Source: an optimization exercise on an open RTL-to-GDS flow (aim: small area). Production flows keep margins and buffers that such runs may drop.
In this exercise RTL edits were held to simulation tests only and were not proved equivalent to the original.
No activity file was given, so power comes from the tool's default toggle rates.

== build 68 ==
==> flow/design.v <==
module button_counter (
    input clk,
    input reset,
    input inc,
    output reg [3:0] q,
    output carry
);
    assign carry = inc & q[0] & q[3];
    always @(posedge clk) begin
        if (reset)
            q <= 4'd0;
        else begin
            q[0] <= q[0] ^ inc;
            q[1] <= q[1] ^ (inc & q[0] & ~q[3]);
            q[2] <= q[2] ^ (inc & q[0] & q[1]);
            q[3] <= q[3] ^ (inc & q[0] & (q[3] | (q[1] & q[2])));
        end
    end
endmodule
module top (
    input clk,              
    input rst,              
    input [2:0] buttons,    
    input sw_left,          
    input sw_right,         
    output [6:0] segments,  
    output [7:0] anodes     
);
    reg a_d, b_d, c_d;
    always @(posedge clk) begin
        a_d <= buttons[0];
        b_d <= buttons[1];
        c_d <= buttons[2];
    end
    reg coinc, coinc_prev, cp, cp_d;
    always @(posedge clk) begin
        if (rst) begin
            coinc <= 1'b0;
            coinc_prev <= 1'b0;
            cp <= 1'b0;
            cp_d <= 1'b0;
        end else begin
            coinc <= a_d & b_d;
            coinc_prev <= coinc;
            cp <= coinc & ~coinc_prev;
            cp_d <= cp;
        end
    end
    localparam [9:0] SUSP_FIRST = 10'd124;
    reg [9:0] susp;
    wire susp_idle = (susp & 10'b0011011011) == 10'b0000000000;
    wire susp_last = (susp & 10'b0100110111) == 10'b0000000001;
    wire susp_first = (susp & 10'b1011111011) == 10'b0001111000;
    wire susp_start = cp & susp_idle;
    always @(posedge clk) begin
        if (rst | susp_last)
            susp <= 10'd0;
        else
            susp <= {susp[8:0], susp[9] ^ susp[2]} | (susp_start ? SUSP_FIRST : 10'd0);
    end
    wire en = susp_idle | susp_first;
    reg a_state, a_prev, b_state, b_prev;
    always @(posedge clk) begin
        if (rst) begin
            a_state <= 1'b0;
            a_prev <= 1'b0;
            b_state <= 1'b0;
            b_prev <= 1'b0;
        end else if (en) begin
            a_state <= a_d;
            a_prev <= a_state;
            b_state <= b_d;
            b_prev <= b_state;
        end
    end
    wire inc_a = en & a_state & ~a_prev;
    wire inc_b = en & b_state & ~b_prev;
    wire [15:0] digits_a, digits_b, digits_c;
    wire [4:0] carry_a, carry_b, carry_c;
    assign carry_a[0] = inc_a;
    assign carry_b[0] = inc_b;
    assign carry_c[0] = cp_d;
    genvar i;
    generate
        for (i = 0; i < 4; i = i + 1) begin : bcd
            button_counter ca (.clk(clk), .reset(rst), .inc(carry_a[i]),
                               .q(digits_a[4*i+3:4*i]), .carry(carry_a[i+1]));
            button_counter cb (.clk(clk), .reset(rst), .inc(carry_b[i]),
                               .q(digits_b[4*i+3:4*i]), .carry(carry_b[i+1]));
            button_counter cc (.clk(clk), .reset(rst), .inc(carry_c[i]),
                               .q(digits_c[4*i+3:4*i]), .carry(carry_c[i+1]));
        end
    endgenerate
    reg c_prev, c_pulse;
    always @(posedge clk) begin
        if (rst) begin
            c_prev <= 1'b0;
            c_pulse <= 1'b0;
        end else begin
            c_prev <= c_d;
            c_pulse <= c_d & ~c_prev;
        end
    end
    reg measuring;
    reg [2:0] t_hun, s_hun;
    reg [3:0] t_ten, t_one, s_ten, s_one;
    wire timeout = t_hun[2] & t_hun[1] & t_ten[2] & t_ten[1];  
    wire stop = measuring & (c_pulse | timeout);
    wire run = measuring & ~stop;
    wire one9 = t_one[3] & t_one[0];
    wire ten9 = t_ten[3] & t_ten[0];
    always @(posedge clk) begin
        if (rst)
            measuring <= 1'b0;
        else
            measuring <= measuring ? ~(c_pulse | timeout) : cp;
        if (rst | ~run) begin
            t_one <= 4'd0;
            t_ten <= 4'd0;
            t_hun <= 3'd0;
        end else begin
            t_one <= one9 ? 4'd0 : t_one + 4'd1;
            if (one9) begin
                t_ten <= ten9 ? 4'd0 : t_ten + 4'd1;
                if (ten9)
                    t_hun <= t_hun + 3'd1;
            end
        end
        if (rst) begin
            s_one <= 4'd0;
            s_ten <= 4'd0;
            s_hun <= 3'd0;
        end else if (stop) begin
            s_one <= t_one;
            s_ten <= t_ten;
            s_hun <= t_hun;
        end
    end
    wire [15:0] digits_d = {4'd0, 1'b0, s_hun, s_ten, s_one};
    localparam [7:0] SCAN_RESET = 8'd156;
    localparam [7:0] SCAN_FIRST = 8'd188;
    reg [7:0] scan;
    reg [2:0] cur;
    wire tick = (scan & 8'b11111010) == 8'b10010010;
    always @(posedge clk) begin
        if (rst) begin
            scan <= SCAN_RESET;
            cur <= 3'd0;
        end else begin
            scan <= tick ? SCAN_FIRST : {scan[6:0], scan[7] ^ scan[2]};
            cur <= cur + {2'b00, tick};
        end
    end
    wire [1:0] mode = {sw_left, sw_right};
    reg [3:0] digit;
    always @(*) begin
        case (mode)
            2'b00: digit = cur[2] ? digits_b[4*cur[1:0] +: 4] : digits_a[4*cur[1:0] +: 4];
            2'b01: digit = digits_c[4*cur[1:0] +: 4];
            default: digit = digits_d[4*cur[1:0] +: 4];
        endcase
    end
    wire blank = (sw_left & sw_right) | ((sw_left | sw_right) & cur[2]);
    reg [6:0] seg;
    always @(*) begin
        case (digit)
            4'd0: seg = 7'b0000001;
            4'd1: seg = 7'b1001111;
            4'd2: seg = 7'b0010010;
            4'd3: seg = 7'b0000110;
            4'd4: seg = 7'b1001100;
            4'd5: seg = 7'b0100100;
            4'd6: seg = 7'b0100000;
            4'd7: seg = 7'b0001111;
            4'd8: seg = 7'b0000000;
            4'd9: seg = 7'b0000100;
            default: seg = 7'b1111111;
        endcase
    end
    assign segments = seg | {7{blank}};
    assign anodes = (sw_left & sw_right) ? 8'hFF : ~(8'b00000001 << cur);
endmodule
make LEC_CHECK=0 CAP_MARGIN=20 CORE_MARGIN=2 CORE_UTILIZATION=40 CTS_BUF_LIST=sky130_fd_sc_hd__clkbuf_8 CTS_CLUSTER_SIZE=20 SLEW_MARGIN=20 finish   # period 20.0 ns
run.sh (not shown) runs the stock make flow with config.mk's settings and CLKGATE_MAP_FILE= SYNTH_SCRIPT=/design/flow/synth_recipe.tcl, a recipe that flattens the netlist after the stock synthesis.
Modified inputs, build 23 compared to build 68
# build 68
export LEC_CHECK = 0
export CAP_MARGIN = 20
export CORE_MARGIN = 2
export CORE_UTILIZATION = 40
export CTS_BUF_LIST = sky130_fd_sc_hd__clkbuf_8
export CTS_CLUSTER_SIZE = 20
export SLEW_MARGIN = 20
create_clock -name core_clock -period 20.0 [get_ports {clk}]
# build 23
export LEC_CHECK = 0
export CAP_MARGIN = 20
export CORE_MARGIN = 2
export CORE_UTILIZATION = 40
export CTS_CLUSTER_DIAMETER = 200
export CTS_CLUSTER_SIZE = 30
export SLEW_MARGIN = 20
create_clock -name core_clock -period 20.0 [get_ports {clk}]
Notes after the runs:
From build 68 to build 23 the numbers moved as follows: worst setup slack fell by 0.0081 ns; total wire length after detailed routing stayed essentially flat; total congestion overflow after global routing stayed essentially flat; fraction of power consumed by sequential logic fell by 5.7 points; share of power burned in the clock network rose by 6.3 points. Worst hold slack ends up higher on build 68. Comparing build 23 and build 68, total of fill cells in the finished design is higher on build 68.
The inputs of build 48 differ from those of build 23 as listed below.
# build 23
export LEC_CHECK = 0
export CAP_MARGIN = 20
export CORE_MARGIN = 2
export CORE_UTILIZATION = 40
export CTS_CLUSTER_DIAMETER = 200
export CTS_CLUSTER_SIZE = 30
export SLEW_MARGIN = 20
create_clock -name core_clock -period 20.0 [get_ports {clk}]
# build 48
export LEC_CHECK = 0
export CAP_MARGIN = 20
export CORE_MARGIN = 2
export CORE_UTILIZATION = 40
export SLEW_MARGIN = 20
create_clock -name core_clock -period 20.0 [get_ports {clk}]
==> notes.md <==
- On sequential share of the synthesized area, build 23 and build 48 are neck and neck.
- Build 23 -> build 48: via count of the first global-routing pass delta 0, exact match
- Number of antenna violations at the first check in global routing came out exactly the same in build 23 and build 48.
- From build 23 to build 48, synthesized area per cell did not move at all.
- Diff build 48..build 23 | final wirelength | unchanged
- Build 48 vs. build 23: area of the core held steady, wire length per cell held steady, combinational fraction of design power level, number of port buffers flat.

afterwards: timing with drivers on the ports:
No port has a modelled driver above. Below, the same layouts with a new extraction and two added sets of constraints.
Step 1 assumes that a clkbuf_16 drives the clock port and a buf_2 every other input.
Step 2 moves the port delays by t, midway between the first and last clock arrival at a register: inputs arrive t later, outputs are due t later. That takes back most of the time a late clock gives input paths.
Slacks: ideal ports / drivers / drivers and shift; pairs: ideal ports / drivers.
| run | t (ns) | setup slack, ns | latest minus earliest clock arrival (ns) |
|---|---|---|---|
| build 68 | 0.417 | 8.455 / 8.431 / 8.431 | 0.016 / 0.015 |
| build 23 | 0.385 | 8.447 / 8.424 / 8.424 | 0.007 / 0.007 |
| build 48 | 0.385 | 8.447 / 8.424 / 8.424 | 0.007 / 0.007 |
After both steps every run listed still meets setup and hold. The setup slack of build 68, which loses most, moves by -0.024 ns with the drivers and by -0.024 ns with both steps.
